This is an optimization exercise on Yosys and OpenROAD, whose aim is small area, not a production implementation.
RTL that was checked went through simulation tests only; none was proved equivalent to the original.
Power and IR drop assume default switching activity.

==> flow/design.v <==
module HostInterface
  (
   input wire ifclk,
   input wire resetb,
   input wire fx2_hics_b,
   input [2:0] fx2_flags,
   output reg fx2_sloe_b,
   output reg fx2_slrd_b,
   output reg fx2_slwr_b,
   output fx2_slcs_b,
   output reg fx2_pktend_b,
   output [1:0] fx2_fifo_addr,
   input [15:0] fx2_fd_in,
   output [15:0] fx2_fd_out,
   output fx2_fd_oe,
   output reg [15:0] di_term_addr,
   output [31:0] di_reg_addr,
   output [31:0] di_len,
   output di_read_mode,
   output reg        di_read_req,
   output reg        di_read,
   input wire        di_read_rdy,
   input      [15:0] di_reg_datao,
   output reg        di_write,
   input wire        di_write_rdy,
   output di_write_mode,
   output [15:0] di_reg_datai,
   input [15:0]      di_transfer_status
   );
   localparam [1:0] RCV_CMD = 2'd0, IDLE = 2'd1, PROCESS_CMD = 2'd2, SEND_ACK = 2'd3;
   reg        empty_b, full_b, cmd_start;
   reg [15:0] fd_in;           
   reg [15:0] fd_out;
   reg [1:0]  state;
   reg        is_rd, is_wr;    
   reg        mode;            
   reg        fa1, fa0;        
   reg [31:0] addr;            
   reg [30:0] len;             
   reg [30:0] rem;             
   reg [3:0]  cnt;             
   reg [15:0] checksum;        
   wire hide = (state == RCV_CMD);
   assign di_reg_addr   = hide ? 32'd0 : addr;
   assign di_len        = hide ? 32'd0 : {1'b0, len};
   assign fx2_slcs_b    = 1'b0;
   assign fx2_fifo_addr = {fa1, fa0};
   assign fx2_fd_out    = fd_out;
   assign fx2_fd_oe     = fx2_sloe_b;
   assign di_reg_datai  = fd_in;
   assign di_read_mode  = mode & is_rd;
   assign di_write_mode = mode & is_wr;
   wire read_ok  = !fx2_slrd_b && empty_b;
   wire [31:0] addr_inc;
   wire [32:0] addr_c;
   wire [30:0] rem_dec;
   wire [31:0] rem_b;
   wire [15:0] csum;
   wire [16:0] csum_c;
   assign addr_c[0] = 1'b1;
   assign rem_b[0]  = 1'b1;
   assign csum_c[0] = 1'b0;
   genvar gi;
   generate
      for (gi = 0; gi < 32; gi = gi + 1) begin : g_inc
         assign addr_inc[gi]  = addr[gi] ^ addr_c[gi];
         assign addr_c[gi+1]  = addr[gi] & addr_c[gi];
      end
      for (gi = 0; gi < 31; gi = gi + 1) begin : g_dec
         assign rem_dec[gi]  = rem[gi] ^ rem_b[gi];
         assign rem_b[gi+1]  = ~rem[gi] & rem_b[gi];
      end
      for (gi = 0; gi < 16; gi = gi + 1) begin : g_add
         assign csum[gi]     = checksum[gi] ^ fd_out[gi] ^ csum_c[gi];
         assign csum_c[gi+1] = (checksum[gi] & fd_out[gi]) | (csum_c[gi] & (checksum[gi] ^ fd_out[gi]));
      end
   endgenerate
   wire rem_zero = (rem == 31'd0);
   wire rem_one  = (rem == 31'd1);
   reg        n_sloe_b, n_slrd_b, n_slwr_b, n_pktend_b, n_fa1;
   reg [1:0]  n_state;
   reg        n_mode, n_read_req, n_read, n_write;
   reg [15:0] n_fd_out, n_checksum, n_term;
   reg [31:0] n_addr;
   reg [30:0] n_len, n_rem;
   reg [3:0]  n_cnt;
   reg        n_is_rd, n_is_wr;
   always @* begin
      n_sloe_b   = fx2_sloe_b;
      n_slrd_b   = fx2_slrd_b;
      n_slwr_b   = fx2_slwr_b;
      n_pktend_b = fx2_pktend_b;
      n_fa1      = fa1;
      n_state    = state;
      n_mode     = (state == PROCESS_CMD) || (state == SEND_ACK);
      n_read_req = di_read_req;
      n_read     = di_read;
      n_write    = di_write;
      n_fd_out   = fd_out;
      n_checksum = checksum;
      n_term     = di_term_addr;
      n_addr     = addr;
      n_len      = len;
      n_rem      = rem;
      n_cnt      = cnt;
      n_is_rd    = is_rd;
      n_is_wr    = is_wr;
      if (cmd_start) begin
         n_state    = RCV_CMD;
         n_cnt      = 0;
         n_sloe_b   = 0;
         n_slrd_b   = !(empty_b && fx2_slrd_b);
         n_slwr_b   = 1;
         n_pktend_b = 1;
         n_fa1      = 0;
         n_checksum = 0;
         n_mode     = 0;
         n_write    = 0;
         n_read     = 0;
         n_read_req = 0;
         n_fd_out   = 0;
         n_term     = 0;
      end else begin
         case (state)
           IDLE: begin
              n_sloe_b   = 0;
              n_slrd_b   = 1;
              n_slwr_b   = 1;
              n_pktend_b = 1;
              n_fa1      = 0;
           end
           RCV_CMD: begin
              n_slrd_b = !(fx2_slrd_b && empty_b);
              if (read_ok) begin
                 case (cnt[2:0])
                   3'd0: begin
                      n_is_rd = (fd_in == 16'hC301);
                      n_is_wr = (fd_in == 16'hC302);
                   end
                   3'd1: n_term = fd_in;
                   3'd2: n_addr[15:0] = fd_in;
                   3'd3: n_addr[31:16] = fd_in;
                   3'd4: begin
                      n_len[14:0] = fd_in[15:1];
                      n_rem[14:0] = fd_in[15:1];
                   end
                   3'd5: begin
                      n_len[30:15] = fd_in;
                      n_rem[30:15] = fd_in;
                   end
                   default: ;
                 endcase
                 n_cnt = cnt + 1;
              end else if (cnt[3]) begin
                 n_state = PROCESS_CMD;
                 n_cnt   = 0;
              end
           end
           SEND_ACK: begin
              n_fa1 = 1;
              if (cnt[2] | cnt[1])
                n_checksum = di_transfer_status;
              if (!fx2_sloe_b) begin
                 n_sloe_b = 1;
                 n_fd_out = 0;
              end else if (fx2_slwr_b) begin
                 if (full_b) begin
                    n_slwr_b = 0;
                    n_cnt    = cnt + 1;
                    case (cnt[1:0])
                      2'd0: n_fd_out = 16'hA50F;
                      2'd3: n_fd_out = di_reg_datao;
                      default: n_fd_out = checksum;
                    endcase
                 end
              end else begin
                 n_slwr_b = 1;
                 if (cnt[2]) begin
                    n_state    = IDLE;
                    n_pktend_b = 0;
                 end
              end
           end
           PROCESS_CMD: begin
              if ((is_rd && !fx2_slwr_b) || (is_wr && di_write))
                n_checksum = csum;
              if (is_rd) begin
                 n_sloe_b = 1;
                 n_fa1    = 1;
                 n_slwr_b = !di_read;
                 if (di_read)
                   n_fd_out = di_reg_datao;
                 if (!mode) begin
                    n_read_req = 1;
                 end else if (rem_zero) begin
                    n_read     = 0;
                    n_read_req = 0;
                    if (!fx2_slwr_b && full_b) begin
                       if (|len[7:0])
                         n_pktend_b = 0;
                       else
                         n_state = SEND_ACK;
                    end else if (!fx2_pktend_b) begin
                       n_pktend_b = 1;
                       n_state    = SEND_ACK;
                    end
                 end else begin
                    if (full_b && di_read_rdy && !di_read) begin
                       n_read     = 1;
                       n_rem      = rem_dec;
                       n_addr     = addr_inc;
                       n_read_req = !rem_one;
                    end else begin
                       n_read_req = 0;
                       n_read     = 0;
                    end
                 end
              end else if (is_wr) begin
                 if (!mode) begin
                    n_fa1    = 0;
                    n_sloe_b = 0;
                 end else if (rem_zero) begin
                    n_slrd_b = 1;
                    n_write  = 0;
                    if (di_write_rdy) begin
                       n_cnt   = 0;
                       n_state = SEND_ACK;
                    end
                 end else begin
                    n_fa1 = 0;
                    if (cnt[1]) begin
                       if (empty_b && di_write_rdy) begin
                          n_slrd_b   = 0;
                          n_cnt[1:0] = 0;
                       end
                    end else begin
                       n_slrd_b   = 1;
                       n_cnt[1:0] = cnt[1:0] + 1;
                    end
                    if (read_ok) begin
                       n_write    = 1;
                       n_fd_out   = fd_in;
                       n_rem      = rem_dec;
                       n_cnt[2]   = 1;
                       if (cnt[2])
                         n_addr = addr_inc;
                    end else begin
                       n_write = 0;
                    end
                 end
              end else begin
                 n_state = IDLE;
              end
           end
         endcase
      end
   end
   always @(posedge ifclk or negedge resetb) begin
      if (!resetb) begin
         empty_b      <= 0;
         cmd_start    <= 1;
         state        <= RCV_CMD;
         fx2_sloe_b   <= 0;
         fx2_slrd_b   <= 1;
         fx2_slwr_b   <= 1;
         fx2_pktend_b <= 1;
         fa1          <= 1;
         fa0          <= 1;
         mode         <= 0;
         di_read_req  <= 0;
         di_read      <= 0;
         di_write     <= 0;
         di_term_addr <= 0;
      end else begin
         empty_b      <= fx2_flags[0];
         cmd_start    <= fx2_hics_b;
         state        <= n_state;
         fx2_sloe_b   <= n_sloe_b;
         fx2_slrd_b   <= n_slrd_b;
         fx2_slwr_b   <= n_slwr_b;
         fx2_pktend_b <= n_pktend_b;
         fa1          <= n_fa1;
         fa0          <= 0;
         mode         <= n_mode;
         di_read_req  <= n_read_req;
         di_read      <= n_read;
         di_write     <= n_write;
         di_term_addr <= n_term;
      end
   end
   always @(posedge ifclk) begin
      full_b   <= fx2_flags[1];
      if (!n_slrd_b)
        fd_in  <= fx2_fd_in;
      fd_out   <= n_fd_out;
      checksum <= n_checksum;
      addr     <= n_addr;
      len      <= n_len;
      rem      <= n_rem;
      cnt      <= n_cnt;
      is_rd    <= n_is_rd;
      is_wr    <= n_is_wr;
   end
endmodule
==> flow/config.mk <==
export PLATFORM = sky130hd
export DESIGN_NAME = HostInterface
export DESIGN_NICKNAME = HostInterface
export VERILOG_FILES = /design/flow/design.v
export SDC_FILE = /design/flow/constraint.sdc
export NUM_CORES = 4
export LEC_CHECK = 0
export CAP_MARGIN = 20
export CORE_MARGIN = 2
export CORE_UTILIZATION = 40
export CTS_BUF_LIST = sky130_fd_sc_hd__clkbuf_4 sky130_fd_sc_hd__clkbuf_8
export SLEW_MARGIN = 20
==> flow/constraint.sdc <==
create_clock -name core_clock -period 10.0 [get_ports {ifclk}]
set_input_delay 2.0000 -clock core_clock [delete_from_list [all_inputs] [get_ports {ifclk}]]
set_output_delay 2.0000 -clock core_clock [all_outputs]
set_load 0.01 [all_outputs]
standard.sh (not shown) runs the stock make flow with config.mk's settings and CLKGATE_MAP_FILE= SYNTH_SCRIPT=/design/flow/synth_recipe.tcl, a recipe that flattens the netlist after the stock synthesis.
==> flow/flow/run.sh <==
#!/bin/bash
# Standard synthesis, then the standard layout with: the smallest buffer on
# each port, synthesis buffers removed and every logic cell downsized at
# floorplan (repair_design restores drive where it is needed).
set -euo pipefail
bash standard.sh synth > synth.log 2>&1
export BUFFER_PORTS_ARGS="-buffer_cell sky130_fd_sc_hd__buf_1"
export REMOVE_ABC_BUFFERS=1
export POST_FLOORPLAN_TCL="$PWD/flow/downsize.tcl"
export CTS_ARGS="-sink_clustering_enable -repair_clock_nets -dont_use_dummy_load -buf_list sky130_fd_sc_hd__clkbuf_8 -sink_clustering_size 30 -sink_clustering_max_diameter 120"
bash standard.sh finish > layout.log 2>&1
==> flow/flow/downsize.tcl <==
# Swap every logic cell to the smallest cell of its family (same function and
# pins, lower drive); repair_design later upsizes or buffers where slew or
# capacitance need it.
set db [ord::get_db]
set block [ord::get_db_block]
set smallest [dict create]
foreach lib [$db getLibs] {
  foreach m [$lib getMasters] {
    set n [$m getName]
    if { ![regexp {^(sky130_fd_sc_hd__[a-z0-9]+)_([0-9]+)$} $n -> fam drv] } { continue }
    if { [lsearch -exact $::env(DONT_USE_CELLS) $n] >= 0 } { continue }
    set a [expr {[$m getWidth] * [$m getHeight]}]
    if { ![dict exists $smallest $fam] || $a < [lindex [dict get $smallest $fam] 1] } {
      dict set smallest $fam [list $m $a]
    }
  }
}
set swapped 0
foreach inst [$block getInsts] {
  set m [$inst getMaster]
  set n [$m getName]
  if { ![regexp {^(sky130_fd_sc_hd__[a-z0-9]+)_([0-9]+)$} $n -> fam drv] } { continue }
  if { [regexp {tap|fill|decap|conb|clkbuf|clkinv|dly} $fam] } { continue }
  if { ![dict exists $smallest $fam] } { continue }
  set best [lindex [dict get $smallest $fam] 0]
  if { [$best getName] ne $n } {
    if { [$inst swapMaster $best] } { incr swapped }
  }
}
puts "downsize: swapped $swapped instances"
The first run ran to the end with no violations.
Rerun with:
--- a/flow/design.v
+++ b/flow/design.v
@@ -18,5 +18,5 @@
    output [31:0] di_len,
    output di_read_mode,
-   output reg        di_read_req,
+   output            di_read_req,
    output reg        di_read,
    input wire        di_read_rdy,
@@ -35,8 +35,9 @@
    reg        is_rd, is_wr;    
    reg        mode;            
-   reg        fa1, fa0;        
+   reg        rq0;             
+   reg        fa1;             
    reg [31:0] addr;            
    reg [30:0] len;             
-   reg [30:0] rem;             
+   reg [30:0] remn;            
    reg [3:0]  cnt;             
    reg [15:0] checksum;        
@@ -45,5 +46,5 @@
    assign di_len        = hide ? 32'd0 : {1'b0, len};
    assign fx2_slcs_b    = 1'b0;
-   assign fx2_fifo_addr = {fa1, fa0};
+   assign fx2_fifo_addr = {fa1, hide & fa1};
    assign fx2_fd_out    = fd_out;
    assign fx2_fd_oe     = fx2_sloe_b;
@@ -51,8 +52,10 @@
    assign di_read_mode  = mode & is_rd;
    assign di_write_mode = mode & is_wr;
+   assign di_read_req   = rq0 | (di_read & !rem_zero);
    wire read_ok  = !fx2_slrd_b && empty_b;
+   wire [3:0] cnt_inc = cnt + 4'd1;
    wire [31:0] addr_inc;
    wire [32:0] addr_c;
-   wire [30:0] rem_dec;
+   wire [30:0] rem_dec;        
    wire [31:0] rem_b;
    wire [15:0] csum;
@@ -68,6 +71,6 @@
       end
       for (gi = 0; gi < 31; gi = gi + 1) begin : g_dec
-         assign rem_dec[gi]  = rem[gi] ^ rem_b[gi];
-         assign rem_b[gi+1]  = ~rem[gi] & rem_b[gi];
+         assign rem_dec[gi]  = remn[gi] ^ rem_b[gi];
+         assign rem_b[gi+1]  = remn[gi] & rem_b[gi];
       end
       for (gi = 0; gi < 16; gi = gi + 1) begin : g_add
@@ -76,9 +79,8 @@
       end
    endgenerate
-   wire rem_zero = (rem == 31'd0);
-   wire rem_one  = (rem == 31'd1);
+   wire rem_zero = &remn;
    reg        n_sloe_b, n_slrd_b, n_slwr_b, n_pktend_b, n_fa1;
    reg [1:0]  n_state;
-   reg        n_mode, n_read_req, n_read, n_write;
+   reg        n_mode, n_read, n_write;
    reg [15:0] n_fd_out, n_checksum, n_term;
    reg [31:0] n_addr;
@@ -94,5 +96,4 @@
       n_state    = state;
       n_mode     = (state == PROCESS_CMD) || (state == SEND_ACK);
-      n_read_req = di_read_req;
       n_read     = di_read;
       n_write    = di_write;
@@ -102,5 +103,5 @@
       n_addr     = addr;
       n_len      = len;
-      n_rem      = rem;
+      n_rem      = remn;
       n_cnt      = cnt;
       n_is_rd    = is_rd;
@@ -118,5 +119,4 @@
          n_write    = 0;
          n_read     = 0;
-         n_read_req = 0;
          n_fd_out   = 0;
          n_term     = 0;
@@ -126,5 +126,4 @@
               n_sloe_b   = 0;
               n_slrd_b   = 1;
-              n_slwr_b   = 1;
               n_pktend_b = 1;
               n_fa1      = 0;
@@ -143,13 +142,13 @@
                    3'd4: begin
                       n_len[14:0] = fd_in[15:1];
-                      n_rem[14:0] = fd_in[15:1];
+                      n_rem[14:0] = ~fd_in[15:1];
                    end
                    3'd5: begin
                       n_len[30:15] = fd_in;
-                      n_rem[30:15] = fd_in;
+                      n_rem[30:15] = ~fd_in;
                    end
                    default: ;
                  endcase
-                 n_cnt = cnt + 1;
+                 n_cnt = cnt_inc;
               end else if (cnt[3]) begin
                  n_state = PROCESS_CMD;
@@ -167,5 +166,5 @@
                  if (full_b) begin
                     n_slwr_b = 0;
-                    n_cnt    = cnt + 1;
+                    n_cnt    = cnt_inc;
                     case (cnt[1:0])
                       2'd0: n_fd_out = 16'hA50F;
@@ -192,8 +191,6 @@
                    n_fd_out = di_reg_datao;
                  if (!mode) begin
-                    n_read_req = 1;
                  end else if (rem_zero) begin
                     n_read     = 0;
-                    n_read_req = 0;
                     if (!fx2_slwr_b && full_b) begin
                        if (|len[7:0])
@@ -210,14 +207,11 @@
                        n_rem      = rem_dec;
                        n_addr     = addr_inc;
-                       n_read_req = !rem_one;
                     end else begin
-                       n_read_req = 0;
                        n_read     = 0;
                     end
                  end
               end else if (is_wr) begin
+                 n_fd_out = fd_in;    
                  if (!mode) begin
-                    n_fa1    = 0;
-                    n_sloe_b = 0;
                  end else if (rem_zero) begin
                     n_slrd_b = 1;
@@ -228,5 +222,4 @@
                     end
                  end else begin
-                    n_fa1 = 0;
                     if (cnt[1]) begin
                        if (empty_b && di_write_rdy) begin
@@ -236,9 +229,8 @@
                     end else begin
                        n_slrd_b   = 1;
-                       n_cnt[1:0] = cnt[1:0] + 1;
+                       n_cnt[1:0] = cnt_inc[1:0];
                     end
                     if (read_ok) begin
                        n_write    = 1;
-                       n_fd_out   = fd_in;
                        n_rem      = rem_dec;
                        n_cnt[2]   = 1;
@@ -266,7 +258,6 @@
          fx2_pktend_b <= 1;
          fa1          <= 1;
-         fa0          <= 1;
          mode         <= 0;
-         di_read_req  <= 0;
+         rq0          <= 0;
          di_read      <= 0;
          di_write     <= 0;
@@ -281,7 +272,6 @@
          fx2_pktend_b <= n_pktend_b;
          fa1          <= n_fa1;
-         fa0          <= 0;
          mode         <= n_mode;
-         di_read_req  <= n_read_req;
+         rq0          <= !cmd_start && state == PROCESS_CMD && is_rd && !mode;
          di_read      <= n_read;
          di_write     <= n_write;
@@ -297,5 +287,5 @@
       addr     <= n_addr;
       len      <= n_len;
-      rem      <= n_rem;
+      remn     <= n_rem;
       cnt      <= n_cnt;
       is_rd    <= n_is_rd;
The new run passed the timing, design-rule and antenna checks.
Global-route usage rose by 0.19 points.
Register-to-register slack loses 0.10 ns.
Design area fell by about 1.4%.
Clock skew fell by 0.015 ns.
Power fell by about 18%.
Sequential share of layout area rose by 0.42 points.
Count of clock-buffer cells in the layout does not change.
Worst setup slack loses 0.10 ns.
Synthesized area fell by about 1%.
Function not checked in the second run of this note: the RTL went through the layout flow alone.

==> what the ideal ports hide <==
The flow's constraints put no driver on any port. The routed layouts listed below were extracted and timed again, unchanged, in two steps.
Step 1 sets driving cells, clkbuf_16 on the clock port and buf_2 on the other inputs (assumed; they add their load-dependent delay and slew).
Step 2, shift: input delay + t, output delay - t, t = (earliest + latest rising clock arrival at the registers) / 2. This alone moves slack from input paths to output paths.
a / b / c = ideal ports / drivers / drivers and shift; a / b = the first two.
run	t (ns)	setup WS [ns]	hold slack, ns
the first run	0.488	3.438 / 3.438 / 3.438	0.506 / 0.506 / 0.506
the second run	0.478	3.336 / 3.336 / 3.336	0.487 / 0.487 / 0.487
After both steps every run listed still meets setup and hold.
